This design comes from an exercise in tuning for small area on the open sky130 flow, not from production work. In this exercise RTL edits were held to simulation tests only and were not proved equivalent to the original. No driver is modelled on the clock port, so clocking that relies on it looks cheaper here than on a real chip. Power and IR drop assume default switching activity.

==> flow/design.v <==
module Top_Module (
        input clk, reset, btn, btn1, btn2, btn3,
        output [11:0] redgrnblu,
        output hsync, vsync,
        output [6:0] seg1, seg2
        );
        function [9:0] updn10(input [9:0] x, input up, input dn);
                integer i;
                reg c;
                begin
                        c = up | dn;
                        for (i = 0; i < 10; i = i + 1) begin
                                updn10[i] = x[i] ^ c;
                                c = c & (x[i] ^ dn);
                        end
                end
        endfunction
        function [9:0] subn10(input [9:0] x, input [9:0] yn);
                integer i;
                reg c;
                begin
                        c = 1'b1;
                        for (i = 0; i < 10; i = i + 1) begin
                                subn10[i] = x[i] ^ yn[i] ^ c;
                                c = (x[i] & yn[i]) | ((x[i] ^ yn[i]) & c);
                        end
                end
        endfunction
        function gt10(input [9:0] x, input [9:0] y);
                integer i;
                reg g;
                begin
                        g = 1'b0;
                        for (i = 0; i < 10; i = i + 1)
                                g = (x[i] & ~y[i]) | (~(x[i] ^ y[i]) & g);
                        gt10 = g;
                end
        endfunction
        reg  [9:0] a, v;
        reg        b;
        reg  [4:0] c5;
        reg  [9:0] xbn;            
        reg  [8:0] yb;             
        reg        dx, dy;         
        reg  [8:0] t1n, t2n;       
        reg  [2:0] s1, s2;
        reg        pend1, pend2;
        reg        hit;
        reg  [2:0] col;            
        wire [9:0] xb = ~xbn;
        wire [8:0] t1 = ~t1n, t2 = ~t2n;
        wire       a_end    = a[9] & a[8] & a[4] & a[3] & a[1] & a[0];    
        wire       line_end = b & a_end;
        wire [9:0] a_nx     = line_end ? 10'd0 : updn10(a, b, 1'b0);
        wire       v_end    = v[9] & v[1];                                
        wire [9:0] v_nx     = (line_end & v_end) ? 10'd0 : updn10(v, line_end, 1'b0);
        wire       c5_inc   = b & a[1] & a[0];
        wire       tick     = c5_inc & (&c5);
        wire [9:0] c5_nx    = updn10({5'd0, c5}, c5_inc, 1'b0);
        assign hsync = (a[9:3] == 7'b1010111) | (a[9:5] == 5'b10110);
        assign vsync = (&v[8:5]) & ~(|v[4:1]);
        wire video = ~(a_nx[9] & (a_nx[8] | a_nx[7])) & ~(v_nx[9] | (&v_nx[8:5]));
        wire blank   = (s1 == 3'd7);
        wire win1    = (s1 == 3'd5);
        wire win2    = (s2 == 3'd5);
        wire playing = ~blank & ~win1 & ~win2;
        wire px1 = (a_nx[9:5] == 5'd0) & a_nx[4] & (a_nx[3] | a_nx[2])
                 | (a_nx[9:2] == 8'd8) | (a_nx == 10'd36);
        wire px2 = (a_nx[9:2] == 8'd151) | (a_nx[9:3] == 7'd76) | (a_nx[9:2] == 8'd154) | (a_nx == 10'd620);
        wire pxa = px1 | px2;
        wire xr = gt10(xb, 10'd604);
        wire xl = gt10(10'd36, xb);
        wire [8:0] pa  = pxa ? v_nx[8:0] : yb;
        wire       sl1 = pxa ? px1 : xl;
        wire [8:0] pbn = sl1 ? t1n : t2n;
        wire [9:0] p   = subn10({1'b0, pa}, {1'b1, pbn});
        wire pin = ~p[8] & ~p[7] & ~(p[6] & (p[5] | p[4]));
        wire hit_nx = pxa ? hit : ((xl | xr) & pin & (p[8:0] != 9'd0));
        wire edge_y = (yb[8:4] == 5'd0) & yb[3] & ~yb[2] & ~yb[1] | (yb[8] & yb[7] & yb[6] & yb[4] & yb[2] & yb[1] & yb[0]);
        wire dy1 = dy ^ edge_y;
        wire dx1 = dx ^ hit;
        wire sc1 = xb[9] & xb[6] & xb[5] & xb[4] & xb[3];    
        wire sc2 = (xb == 10'd0);
        wire step = tick & playing;
        wire mv   = step & ~sc1 & ~sc2;
        wire srv  = step & (sc1 | sc2);
        wire [9:0] xbn_mv = updn10(xbn, mv & ~dx1, mv & dx1);
        wire [9:0] yb_mv  = updn10({1'b0, yb}, mv & dy1, mv & ~dy1);
        wire t1_up = ~btn  & (t1 != 9'd0);
        wire t1_dn = ~btn1 & ~(t1[8] & t1[7] & t1[4]);      
        wire t2_up = ~btn2 & (t2 != 9'd0);
        wire t2_dn = ~btn3 & ~(t2[8] & t2[7] & t2[4]);
        wire m1u = tick & t1_up;
        wire m1d = tick & ~t1_up & t1_dn;
        wire m2u = tick & ~t1_up & ~t1_dn & t2_up;
        wire m2d = tick & ~t1_up & ~t1_dn & ~t2_up & t2_dn;
        wire [9:0] t1n_nx = updn10({1'b0, t1n}, m1u, m1d);
        wire [9:0] t2n_nx = updn10({1'b0, t2n}, m2u, m2d);
        wire [9:0] zx = subn10(a_nx, xbn);
        wire [9:0] zy = subn10({1'b0, v_nx[8:0]}, {1'b1, ~yb});
        wire ball_x = ((&zx[9:3]) | (zx[9:3] == 7'd0) | (zx == 10'd8)) & (xb[9:3] != 7'd0);
        wire ball_y = (&zy[8:3]) | (zy[8:3] == 6'd0) | (zy[8:0] == 9'd8);
        wire ball_on = ball_x & ball_y;
        wire pdl1_on = px1 & pin;
        wire pdl2_on = px2 & pin;
        reg [2:0] col_nx;
        always @* begin
                if (blank) col_nx = 3'b000;
                else if (win1) col_nx = 3'b100;
                else if (win2) col_nx = 3'b001;
                else if (pdl2_on) col_nx = 3'b001;
                else if (pdl1_on) col_nx = 3'b100;
                else if (ball_on) col_nx = 3'b011;
                else col_nx = 3'b111;
        end
        always @(posedge clk) begin
                hit <= hit_nx;
                if (!reset) begin
                        a <= 0; b <= 0; v <= 0; c5 <= 0;
                        xbn <= ~10'd320; yb <= 9'd240; dx <= 1'b1; dy <= 1'b1;
                        t1n <= ~9'd200; t2n <= ~9'd200;
                        s1 <= 3'd7; s2 <= 3'd7; pend1 <= 1'b0; pend2 <= 1'b0;
                        col <= 3'b000;
                end else begin
                        b <= ~b;
                        a <= a_nx;
                        v <= v_nx;
                        c5 <= c5_nx[4:0];
                        s1 <= blank ? 3'd0 : s1 + {2'd0, pend1};
                        s2 <= blank ? 3'd0 : s2 + {2'd0, pend2};
                        pend1 <= step & sc1;
                        pend2 <= step & sc2;
                        xbn <= srv ? ~10'd320 : xbn_mv;
                        yb  <= srv ? 9'd240 : yb_mv[8:0];
                        if (step) begin
                                dx <= dx1 ^ srv;
                                dy <= dy1 ^ srv;
                        end
                        t1n <= t1n_nx[8:0];
                        t2n <= t2n_nx[8:0];
                        col <= col_nx;
                end
        end
        wire r  = video & col[2];
        wire g  = video & col[1];
        wire bl = video & col[0];
        assign redgrnblu = {r, r, r, r, g, g, g, g, bl, bl, bl, bl};
        function [6:0] seg7(input [2:0] s);
                case (s)
                        3'd0: seg7 = 7'b1000000;
                        3'd1: seg7 = 7'b1111001;
                        3'd2: seg7 = 7'b0100100;
                        3'd3: seg7 = 7'b0110000;
                        3'd4: seg7 = 7'b0011001;
                        3'd5: seg7 = 7'b0010010;
                        default: seg7 = 7'b1111111;
                endcase
        endfunction
        assign seg1 = seg7(s1);
        assign seg2 = seg7(s2);
endmodule
export LEC_CHECK = 0
export CAP_MARGIN = 20
export CORE_MARGIN = 2
export CORE_UTILIZATION = 65
export SLEW_MARGIN = 20
create_clock -name core_clock -period 8.0 [get_ports {clk}]
standard.sh (not shown) runs the stock make flow with config.mk's settings and CLKGATE_MAP_FILE= SYNTH_SCRIPT=/design/flow/synth_recipe.tcl, a recipe that flattens the netlist after the stock synthesis.
==> flow/flow/run.sh <==
#!/bin/bash
# Own layout flow: the standard synthesis, then the combinational logic of
# its netlist is re-mapped for area by Yosys/ABC (flip-flops kept as they are,
# same names and cells), checked equivalent to the standard netlist, and laid
# out with the standard ORFS steps using small port buffers and a clock tree
# without dummy loads whose buffers are then shrunk while the clock slew allows.
set -uo pipefail
HERE=$PWD
R=$HERE/orfs/results/sky130hd/Top_Module/base
LIB=$FLOW_HOME/platforms/sky130hd/lib/sky130_fd_sc_hd__tt_025C_1v80.lib
FLOWDIR=$HERE/flow
CTS_BUF=sky130_fd_sc_hd__clkbuf_8
MY_CTS_ARGS=""
SHRINK_CLOCK_TREE=1
export MY_CLK_SLEW=0.112
if [[ -f $FLOWDIR/params.sh ]]; then source $FLOWDIR/params.sh; fi
MY_CTS_ARGS=${MY_CTS_ARGS:-"-sink_clustering_enable -repair_clock_nets -dont_use_dummy_load -buf_list $CTS_BUF"}

bash standard.sh $R/1_2_yosys.v > $HERE/synth_standard.log 2>&1 || exit 1
cp $R/1_2_yosys.v $HERE/netlist_standard.v

# several ABC runs in parallel (deepsyn seeds, plus plain amap); keep the
# smallest netlist that is proven equivalent to the standard one
SCRIPTS=(
  "+strash;&get,-n;&deepsyn,-T,40,-S,1;&put;dch,-f;amap;"
  "+strash;&get,-n;&deepsyn,-T,40,-S,2;&put;dch,-f;amap;"
  "+strash;&get,-n;&deepsyn,-T,40,-S,3;&put;dch,-f;amap;"
  "+strash;&get,-n;&deepsyn,-T,40;&put;dch,-f;amap;"
  "+strash;dch,-f;amap;"
)
for i in "${!SCRIPTS[@]}"; do
  LIB=$LIB ABCSCR="${SCRIPTS[$i]}" IN_V=$HERE/netlist_standard.v OUT_V=$HERE/netlist_reopt_$i.v \
    yosys -c $FLOWDIR/reopt.tcl > $HERE/reopt_$i.log 2>&1 &
done
wait
best=""; best_area=""
for i in "${!SCRIPTS[@]}"; do
  area=$(grep "Chip area" $HERE/reopt_$i.log | tail -1 | awk '{print $NF}')
  [[ -z "$area" ]] && continue
  if LIB=$LIB A_V=$HERE/netlist_standard.v B_V=$HERE/netlist_reopt_$i.v yosys -c $FLOWDIR/eqv.tcl > $HERE/equiv_$i.log 2>&1; then
    echo "script $i area $area equivalent" >> $HERE/netlist_choice.log
    if [[ -z "$best" ]] || awk "BEGIN{exit !($area < $best_area)}"; then best=$i; best_area=$area; fi
  else
    echo "script $i area $area NOT proven equivalent" >> $HERE/netlist_choice.log
  fi
done
if [[ -n "$best" ]]; then
  cp $HERE/netlist_reopt_$best.v $R/1_2_yosys.v
  echo "using re-mapped netlist $best (area $best_area)" >> $HERE/netlist_choice.log
else
  echo "no re-mapped netlist proven equivalent; using the standard netlist" >> $HERE/netlist_choice.log
fi

POST_CTS=""
if [[ $SHRINK_CLOCK_TREE == 1 ]]; then POST_CTS="POST_CTS_TCL=$FLOWDIR/post_cts.tcl"; fi
bash standard.sh finish $POST_CTS \
  BUFFER_PORTS_ARGS="-buffer_cell sky130_fd_sc_hd__buf_1" \
  CTS_ARGS="$MY_CTS_ARGS" \
  > $HERE/layout_standard.log 2>&1
==> flow/flow/eqv.tcl <==
set lib $::env(LIB)
yosys read_liberty -ignore_miss_func $lib
yosys read_verilog $::env(A_V)
yosys rename Top_Module gold
yosys read_verilog $::env(B_V)
yosys rename Top_Module gate
yosys hierarchy -check
yosys proc
yosys flatten
yosys memory
yosys opt_clean
yosys equiv_make gold gate eq
yosys hierarchy -top eq
yosys equiv_simple -seq 2
yosys equiv_induct
yosys equiv_status -assert
==> flow/flow/reopt.tcl <==
# Re-map the combinational logic of the standard synthesis netlist for area.
# Flip-flop instances are kept as they are (same names, cells and nets).
set lib $::env(LIB)
set scr $::env(ABCSCR)
yosys read_liberty -ignore_miss_func $lib
yosys read_verilog $::env(IN_V)
yosys hierarchy -top Top_Module
# keep sequential cells as black boxes
foreach pat {*df* *dl* *conb* *sdf*} {
  yosys blackbox sky130_fd_sc_hd__$pat
}
yosys flatten
yosys rename -hide w:*.*
yosys opt_clean -purge
yosys opt -full
yosys abc -liberty $lib -dont_use sky130_fd_sc_hd__lpflow_* -dont_use sky130_fd_sc_hd__probe* -dont_use *_16 -dont_use *_12 -script $scr
yosys opt_clean -purge
yosys hilomap -singleton -hicell sky130_fd_sc_hd__conb_1 HI -locell sky130_fd_sc_hd__conb_1 LO
yosys insbuf -buf sky130_fd_sc_hd__buf_1 A X
yosys rename -enumerate -pattern {_r%_} w:\$*
yosys rename -enumerate -pattern {_c%_} c:\$*
yosys stat -liberty $lib
yosys write_verilog -noattr -nohex -nodec $::env(OUT_V)
Other scripts of this flow, unchanged in this note and not shown: flow/flow/post_cts.tcl
==> next run, changes <==
CORE_UTILIZATION = 40   (was 65)
Result:
- The changed run ran to the end with no violations
- worst setup slack improved by 270 ps
- wire length went up by a few percent
- hold slack degrades by 6.7 ps
==> next run, changes <==
==> flow/flow/run.sh (replaced) <==
#!/bin/bash
# Own layout flow: the standard synthesis, then the combinational logic of
# its netlist is re-mapped for area by Yosys/ABC (flip-flops kept as they are,
# same names and cells), checked equivalent to the standard netlist, and laid
# out with the standard ORFS steps using small port buffers and a clock tree
# without dummy loads whose buffers are then shrunk while the clock slew allows.
set -uo pipefail
HERE=$PWD
R=$HERE/orfs/results/sky130hd/Top_Module/base
LIB=$FLOW_HOME/platforms/sky130hd/lib/sky130_fd_sc_hd__tt_025C_1v80.lib
FLOWDIR=$HERE/flow
CTS_BUF=sky130_fd_sc_hd__clkbuf_8
MY_CTS_ARGS=""
SHRINK_CLOCK_TREE=1
export MY_CLK_SLEW=0.112
if [[ -f $FLOWDIR/params.sh ]]; then source $FLOWDIR/params.sh; fi
MY_CTS_ARGS=${MY_CTS_ARGS:-"-sink_clustering_enable -repair_clock_nets -dont_use_dummy_load -buf_list $CTS_BUF"}

bash standard.sh $R/1_2_yosys.v > $HERE/synth_standard.log 2>&1 || exit 1
cp $R/1_2_yosys.v $HERE/netlist_standard.v

LIB=$LIB ABCSCR="${ABCSCR:-+strash;&get,-n;&deepsyn,-T,30;&put;dch,-f;amap;}" IN_V=$HERE/netlist_standard.v OUT_V=$HERE/netlist_reopt.v \
  yosys -c $FLOWDIR/reopt.tcl > $HERE/reopt.log 2>&1
if LIB=$LIB A_V=$HERE/netlist_standard.v B_V=$HERE/netlist_reopt.v yosys -c $FLOWDIR/eqv.tcl > $HERE/equiv.log 2>&1; then
  cp $HERE/netlist_reopt.v $R/1_2_yosys.v
  echo "using re-mapped netlist" > $HERE/netlist_choice.log
else
  echo "re-mapped netlist not proven equivalent; using the standard netlist" > $HERE/netlist_choice.log
fi

POST_CTS=""
if [[ $SHRINK_CLOCK_TREE == 1 ]]; then POST_CTS="POST_CTS_TCL=$FLOWDIR/post_cts.tcl"; fi
bash standard.sh finish $POST_CTS \
  BUFFER_PORTS_ARGS="-buffer_cell sky130_fd_sc_hd__buf_1" \
  CTS_ARGS="$MY_CTS_ARGS" \
  > $HERE/layout_standard.log 2>&1
After rerunning: Power barely changes; clock-buffer cell count stays the same; hold slack is better by 30 ps; sequential cell count does not change; worst setup slack loses 34 ps; sequential power barely changes; clock skew rises by 9.6 ps; via count goes up by 2.6%; global-route usage drops by 0.72 points; routed wire length rises by 1.5%.

## re-timing with driven ports
The flow's constraints put no driver on any port. The routed layouts listed below were extracted and timed again, unchanged, in two steps. Step 1: set_driving_cell puts a clkbuf_16 on clk and a buf_2 on each other input, an assumption about the parent block. Step 2 also shifts input and output timing later by t, the mid clock arrival at the registers, as if the neighbouring blocks saw the same clock. a / b / c = ideal / step 1 / step 2; a / b = the first two.
run	t (ns)	setup WS [ns]	worst register clock-pin slew, ns
the first run	0.537	2.398 / 2.371 / 2.431	0.11 / 0.11
the second run	0.579	2.671 / 2.671 / 2.671	0.10 / 0.10
the third run	0.477	2.637 / 2.604 / 2.932	0.12 / 0.12
After both steps setup and hold are still met in every run listed.
